Context: an optimization exercise on an open-source flow, tuned for low power. The choices shown serve that exercise and are no tape-out recipe.
Where RTL was checked, it was by simulation tests only, not by an equivalence proof against the original.
The flow treats the clock pin as an ideal source. Dropping or thinning the clock tree relies on that and would not hold on a real chip.
No activity file was given, so power comes from the tool's default toggle rates.

==> flow/design.v <==
module spi_ram_controller #(parameter DATA_WIDTH_BYTES=4, parameter ADDR_BITS=16) (
    input clk,
    input rstn,
    input  spi_miso,
    output spi_select,
    output spi_mosi,
    input [ADDR_BITS-1:0]           addr_in,
    input [DATA_WIDTH_BYTES*8-1:0]  data_in,
    input                           start_read,
    input                           start_write,
    output [DATA_WIDTH_BYTES*8-1:0] data_out,
    output                          busy
);
    reg [5:0] cnt;
    reg writing, miso_buf;
    reg [15:0] addr;
    reg [31:0] data;
    wire busy_w = |cnt[5:3];
    wire go = !busy_w & (start_read | start_write);
    wire addr_ph = cnt[5:4] == 2'b01;
    wire data_ph = cnt[5];
    always @(posedge clk)
        if (!rstn) cnt <= 6'd0;
        else if (go) cnt <= 6'd8;
        else if (busy_w) cnt <= cnt + 6'd1;
    wire a_ld = rstn & go;
    wire a_sh = rstn & addr_ph;
    wire a_hd = rstn & !go & !addr_ph;
    always @(posedge clk) begin
        if (!rstn) writing <= 0;
        else if (go) writing <= start_write;
        addr <= ({16{a_ld}} & addr_in) | ({16{a_sh}} & {addr[14:0], 1'b0}) | ({16{a_hd}} & addr);
    end
    always @(negedge clk) miso_buf <= spi_miso;
    wire d_ld = rstn & !busy_w & start_write;
    wire d_sh = rstn & data_ph;
    wire d_hd = rstn & !(!busy_w & start_write) & !data_ph;
    always @(posedge clk)
        data <= ({32{d_ld}} & data_in) | ({32{d_sh}} & {data[30:0], miso_buf}) | ({32{d_hd}} & data);
    assign busy = busy_w;
    assign spi_select = !busy_w;
    assign data_out = data;
    assign spi_mosi = cnt == 6'd14 || (cnt == 6'd15 && !writing) || (addr_ph & addr[15]) || (data_ph & data[31]);
endmodule
export LEC_CHECK = 0
export ABC_AREA = 1
export CAP_MARGIN = 20
export CORE_MARGIN = 2
export CORE_UTILIZATION = 40
export SLEW_MARGIN = 20
create_clock -name core_clock -period 5.0 [get_ports {clk}]
standard.sh (not shown) runs the stock make flow with config.mk's settings and CLKGATE_MAP_FILE= SYNTH_SCRIPT=/design/flow/synth_recipe.tcl, a recipe that flattens the netlist after the stock synthesis.
==> flow/flow/run.sh <==
#!/bin/bash
# Standard ORFS layout with power-oriented options:
#  - own clock tree: the clock port drives a few buffers, one per cluster of clock sinks
#  - port buffers of the smallest buffer cell
set -euo pipefail
HERE=$(cd "$(dirname "$0")" && pwd)
export PRE_CTS_TCL=$HERE/pre_cts.tcl
export MY_CLK_CLUSTERS=4
export MY_CLK_SLEW_NS=0.115
export BUFFER_PORTS_ARGS="-buffer_cell sky130_fd_sc_hd__buf_1"
bash standard.sh > standard.log 2>&1
Other scripts of this flow, unchanged in this note and not shown: flow/flow/clock_tree.tcl, flow/flow/pre_cts.tcl
Rerun with:
==> flow/design.v (replaced) <==
module spi_ram_controller #(parameter DATA_WIDTH_BYTES=4, parameter ADDR_BITS=16) (
    input clk,
    input rstn,
    input  spi_miso,
    output spi_select,
    output spi_mosi,
    input [ADDR_BITS-1:0]           addr_in,
    input [DATA_WIDTH_BYTES*8-1:0]  data_in,
    input                           start_read,
    input                           start_write,
    output [DATA_WIDTH_BYTES*8-1:0] data_out,
    output                          busy
);
    reg [5:0] cnt;
    reg busy_r;
    reg writing, miso_buf;
    reg [15:0] addr;
    reg [31:0] data;
    wire go = !busy_r & (start_read | start_write);
    always @(posedge clk)
        if (!rstn) begin cnt <= 0; busy_r <= 0; end
        else begin
            if (go) begin cnt <= 0; busy_r <= 1; end
            else if (busy_r) begin
                cnt <= cnt + 1;
                if (cnt == 6'd55) busy_r <= 0;
            end
        end
    wire addr_ph = busy_r & (cnt[5:4] == 2'b01 || cnt[5:3] == 3'b001);
    wire data_ph = busy_r & (cnt[5] | (cnt[4] & cnt[3]));
    wire d_ld = rstn & !busy_r & start_write;
    wire d_sh = rstn & data_ph;
    wire d_hd = rstn & !(!busy_r & start_write) & !data_ph;
    always @(posedge clk) begin
        if (!rstn) begin addr <= 0; writing <= 0; end
        else if (go) begin addr <= addr_in; writing <= start_write; end
        else if (addr_ph) addr <= {addr[14:0], 1'b0};
        data <= ({32{d_ld}} & data_in) | ({32{d_sh}} & {data[30:0], miso_buf}) | ({32{d_hd}} & data);
    end
    always @(negedge clk) miso_buf <= spi_miso;
    assign busy = busy_r;
    assign spi_select = !busy_r;
    assign data_out = data;
    assign spi_mosi = (busy_r && (cnt == 6'd6 || (cnt == 6'd7 && !writing))) || (addr_ph & addr[15]) || (data_ph & data[31]);
endmodule
After rerunning:
- global-route usage is lower by 0.59 points
- design area came out higher by 11%
- clock skew barely changes
- sequential cell count went up by 1
- critical path depth is unchanged
- total power goes up by 1.3%
- hold slack gets better by 0.018 ns
- synthesized area goes up by 13%
- wire length went up by 6.3%
- final cell count rises by 7.8%
- sequential share of layout area fell by 3.2 points
- via count is higher by 5.1%
- register-to-register slack gets better by 0.02 ns
- utilization went down by 1.5 points
The RTL of the first run of this note was laid out without a check of its function. In every run of this note, the design's own scripts or RTL, not TritonCTS, make the clock network.

========
spi_ram_controller, a different RTL version from the one above (not shown whole).
For scale: about 430 cells after synthesis, roughly 57 flip-flops, about 88 I/O pins, about 2800 um^2 of cells after synthesis.
==> module spi_ram_controller, before the edit <==
module spi_ram_controller #(parameter DATA_WIDTH_BYTES=4, parameter ADDR_BITS=16) (
    input clk,
    input rstn,
    input  spi_miso,
    output spi_select,
    output spi_mosi,
    input [ADDR_BITS-1:0]           addr_in,
    input [DATA_WIDTH_BYTES*8-1:0]  data_in,
    input                           start_read,
    input                           start_write,
    output [DATA_WIDTH_BYTES*8-1:0] data_out,
    output                          busy
);
    reg [5:0] cnt;
    reg busy_r;
    reg writing, miso_buf;
    reg [15:0] addr;
    reg [31:0] data;
    wire go = !busy_r & (start_read | start_write);
    always @(posedge clk)
        if (!rstn) begin cnt <= 0; busy_r <= 0; end
        else begin
            if (go) begin cnt <= 0; busy_r <= 1; end
            else if (busy_r) begin
                cnt <= cnt + 1;
                if (cnt == 6'd55) busy_r <= 0;
            end
        end
    wire addr_ph = busy_r & (cnt[5:4] == 2'b01 || cnt[5:3] == 3'b001);
    wire data_ph = busy_r & (cnt[5] | (cnt[4] & cnt[3]));
    always @(posedge clk) begin
        if (!rstn) begin addr <= 0; writing <= 0; end
        else if (go) begin addr <= addr_in; writing <= start_write; end
        else if (addr_ph) addr <= {addr[14:0], 1'b0};
    end
    always @(negedge clk) miso_buf <= spi_miso;
    always @(posedge clk)
        if (!rstn) data <= 0; 
        else if (!busy_r & start_write) data <= data_in;
        else if (data_ph) data <= {data[30:0], miso_buf};
    assign busy = busy_r;
    assign spi_select = !busy_r;
    assign data_out = data;
    assign spi_mosi = (busy_r && (cnt == 6'd6 || (cnt == 6'd7 && !writing))) || (addr_ph & addr[15]) || (data_ph & data[31]);
endmodule
export LEC_CHECK = 0
export ABC_AREA = 1
export CAP_MARGIN = 20
export CORE_MARGIN = 2
export CORE_UTILIZATION = 40
export SLEW_MARGIN = 20
create_clock -name core_clock -period 5.0 [get_ports {clk}]
Scripts as last shown in full above: flow/flow/run.sh
Other scripts of this flow, unchanged in this note and not shown: flow/flow/clock_tree.tcl, flow/flow/pre_cts.tcl
The starting point ran to the end with no violations.
Change:
==> flow/design.v (replaced) <==
module spi_ram_controller #(parameter DATA_WIDTH_BYTES=4, parameter ADDR_BITS=16) (
    input clk,
    input rstn,
    input  spi_miso,
    output spi_select,
    output spi_mosi,
    input [ADDR_BITS-1:0]           addr_in,
    input [DATA_WIDTH_BYTES*8-1:0]  data_in,
    input                           start_read,
    input                           start_write,
    output [DATA_WIDTH_BYTES*8-1:0] data_out,
    output                          busy
);
    reg [5:0] cnt;
    reg writing, miso_buf;
    reg [15:0] addr;
    reg [31:0] data;
    wire busy_w = |cnt[5:3];
    wire go = !busy_w & (start_read | start_write);
    wire addr_ph = cnt[5:4] == 2'b01;
    wire data_ph = cnt[5];
    always @(posedge clk)
        if (!rstn) cnt <= 6'd0;
        else if (go) cnt <= 6'd8;
        else if (busy_w) cnt <= cnt + 6'd1;
        else cnt <= 6'd0;
    wire a_ld = rstn & go;
    wire a_sh = rstn & addr_ph;
    wire a_hd = rstn & !go & !addr_ph;
    always @(posedge clk) begin
        if (!rstn) writing <= 0;
        else if (!busy_w) writing <= start_write;
        addr <= ({16{a_ld}} & addr_in) | ({16{a_sh}} & {addr[14:0], 1'b0}) | ({16{a_hd}} & addr);
    end
    always @(negedge clk) miso_buf <= spi_miso;
    wire d_ld = rstn & !busy_w & start_write;
    wire d_sh = rstn & data_ph;
    wire d_hd = rstn & !(!busy_w & start_write) & !data_ph;
    always @(posedge clk)
        data <= ({32{d_ld}} & data_in) | ({32{d_sh}} & {data[30:0], miso_buf}) | ({32{d_hd}} & data);
    assign busy = busy_w;
    assign spi_select = !busy_w;
    assign data_out = data;
    assign spi_mosi = cnt == 6'd14 || (cnt == 6'd15 && !writing) || (addr_ph & addr[15]) || (data_ph & data[31]);
endmodule
What happened: Final cell count drops by about 20%; sequential power is about the same; routed wire length falls by 20%; clock power drops by about 3%; first-iteration DRC count fell by about 15%; cell area falls by 13%; synthesized area shrinks by about 15%.
The RTL of the second run of this note was laid out without a check of its function. No run of this note takes its clock network from TritonCTS; it comes from the design's own scripts or RTL.

========
rev 12:
Another version of the RTL of spi_ram_controller (not shown whole).
Size: roughly 350 cells after synthesis, ~56 flip-flops, about 88 I/O pins, about 2400 um2 of cells after synthesis.
==> module spi_ram_controller, before the edit <==
module spi_ram_controller #(parameter DATA_WIDTH_BYTES=4, parameter ADDR_BITS=16) (
    input clk,
    input rstn,
    input  spi_miso,
    output spi_select,
    output spi_mosi,
    input [ADDR_BITS-1:0]           addr_in,
    input [DATA_WIDTH_BYTES*8-1:0]  data_in,
    input                           start_read,
    input                           start_write,
    output [DATA_WIDTH_BYTES*8-1:0] data_out,
    output                          busy
);
    reg [5:0] cnt;
    reg writing, miso_buf;
    reg [15:0] addr;
    reg [31:0] data;
    wire busy_w = |cnt[5:3];
    wire go = !busy_w & (start_read | start_write);
    wire addr_ph = cnt[5:4] == 2'b01;
    wire data_ph = cnt[5];
    always @(posedge clk)
        if (!rstn) cnt <= 6'd0;
        else if (go) cnt <= 6'd8;
        else if (busy_w) cnt <= cnt + 6'd1;
        else cnt <= 6'd0;
    wire a_ld = rstn & go;
    wire a_sh = rstn & addr_ph;
    wire a_hd = rstn & (cnt[5:3] == 3'b001);
    always @(posedge clk) begin
        if (!rstn) writing <= 0;
        else if (!busy_w) writing <= start_write;
        addr <= ({16{a_ld}} & addr_in) | ({16{a_sh}} & {addr[14:0], 1'b0}) | ({16{a_hd}} & addr);
    end
    always @(negedge clk) miso_buf <= spi_miso;
    wire d_ld = rstn & !busy_w & start_write;
    wire d_sh = rstn & data_ph;
    wire d_hd = rstn & !(!busy_w & start_write) & !data_ph;
    always @(posedge clk)
        data <= ({32{d_ld}} & data_in) | ({32{d_sh}} & {data[30:0], miso_buf}) | ({32{d_hd}} & data);
    assign busy = busy_w;
    assign spi_select = !busy_w;
    assign data_out = data;
    assign spi_mosi = cnt == 6'd14 || (cnt == 6'd15 && !writing) || (addr_ph & addr[15]) || (data_ph & data[31]);
endmodule
clock: 5.0 ns
lec_check: 0
abc_area: 1
cap_margin: 20
core_margin: 2
core_utilization: 40
slew_margin: 20
Scripts as last shown in full above: flow/flow/run.sh
Other scripts of this flow, unchanged in this note and not shown: flow/flow/clock_tree.tcl, flow/flow/pre_cts.tcl
Rev 12 ended with every stage complete and zero timing, DRC or antenna violations.
Inputs modified between rev 12 and rev 13:
==> flow/design.v <==
module spi_ram_controller #(parameter DATA_WIDTH_BYTES=4, parameter ADDR_BITS=16) (
    input clk,
    input rstn,
    input  spi_miso,
    output spi_select,
    output spi_mosi,
    input [ADDR_BITS-1:0]           addr_in,
    input [DATA_WIDTH_BYTES*8-1:0]  data_in,
    input                           start_read,
    input                           start_write,
    output [DATA_WIDTH_BYTES*8-1:0] data_out,
    output                          busy
);
    reg [5:0] cnt;
    reg writing, miso_buf;
    reg [15:0] addr;
    reg [31:0] data;
    wire busy_w = |cnt[5:3];
    wire go = !busy_w & (start_read | start_write);
    wire addr_ph = cnt[5:4] == 2'b01;
    wire data_ph = cnt[5];
    always @(posedge clk)
        if (!rstn) cnt <= 6'd0;
        else if (go) cnt <= 6'd8;
        else if (busy_w) cnt <= cnt + 6'd1;
    always @(posedge clk) begin
        if (!rstn) begin addr <= 0; writing <= 0; end
        else if (go) begin addr <= addr_in; writing <= start_write; end
        else if (addr_ph) addr <= {addr[14:0], 1'b0};
    end
    always @(negedge clk) miso_buf <= spi_miso;
    wire d_ld = rstn & !busy_w & start_write;
    wire d_sh = rstn & data_ph;
    wire d_hd = rstn & !(!busy_w & start_write) & !data_ph;
    always @(posedge clk)
        data <= ({32{d_ld}} & data_in) | ({32{d_sh}} & {data[30:0], miso_buf}) | ({32{d_hd}} & data);
    assign busy = busy_w;
    assign spi_select = !busy_w;
    assign data_out = data;
    assign spi_mosi = cnt == 6'd14 || (cnt == 6'd15 && !writing) || (addr_ph & addr[15]) || (data_ph & data[31]);
endmodule
Rev 13: no failed stages, no open violations at the end
Relative to rev 12, the global-route wire length before repair of rev 13 is higher by 17%.
Lower post-route total power was reported by rev 12, not rev 13.
Critical path depth: rev 13 vs rev 12 identical
Compared with rev 12, rev 13 shows a higher final weighted congestion of routability-driven global placement.
The internal power of rev 13 was inferior to that of rev 12.
Wire length in rev 13 is 8.6% higher than in rev 12
Going from rev 12 to rev 13, total placed instance area grew by a few percent.
Measured against rev 13, the routed via count of rev 12 comes out at 0.931 times the reference value.
[compare] base=rev 12 new=rev 13: number of hold buffers added after cts essentially unchanged, multi-input combinational area share increased 1.6 points.
In every run of this note, the design's own scripts or RTL, not TritonCTS, make the clock network.
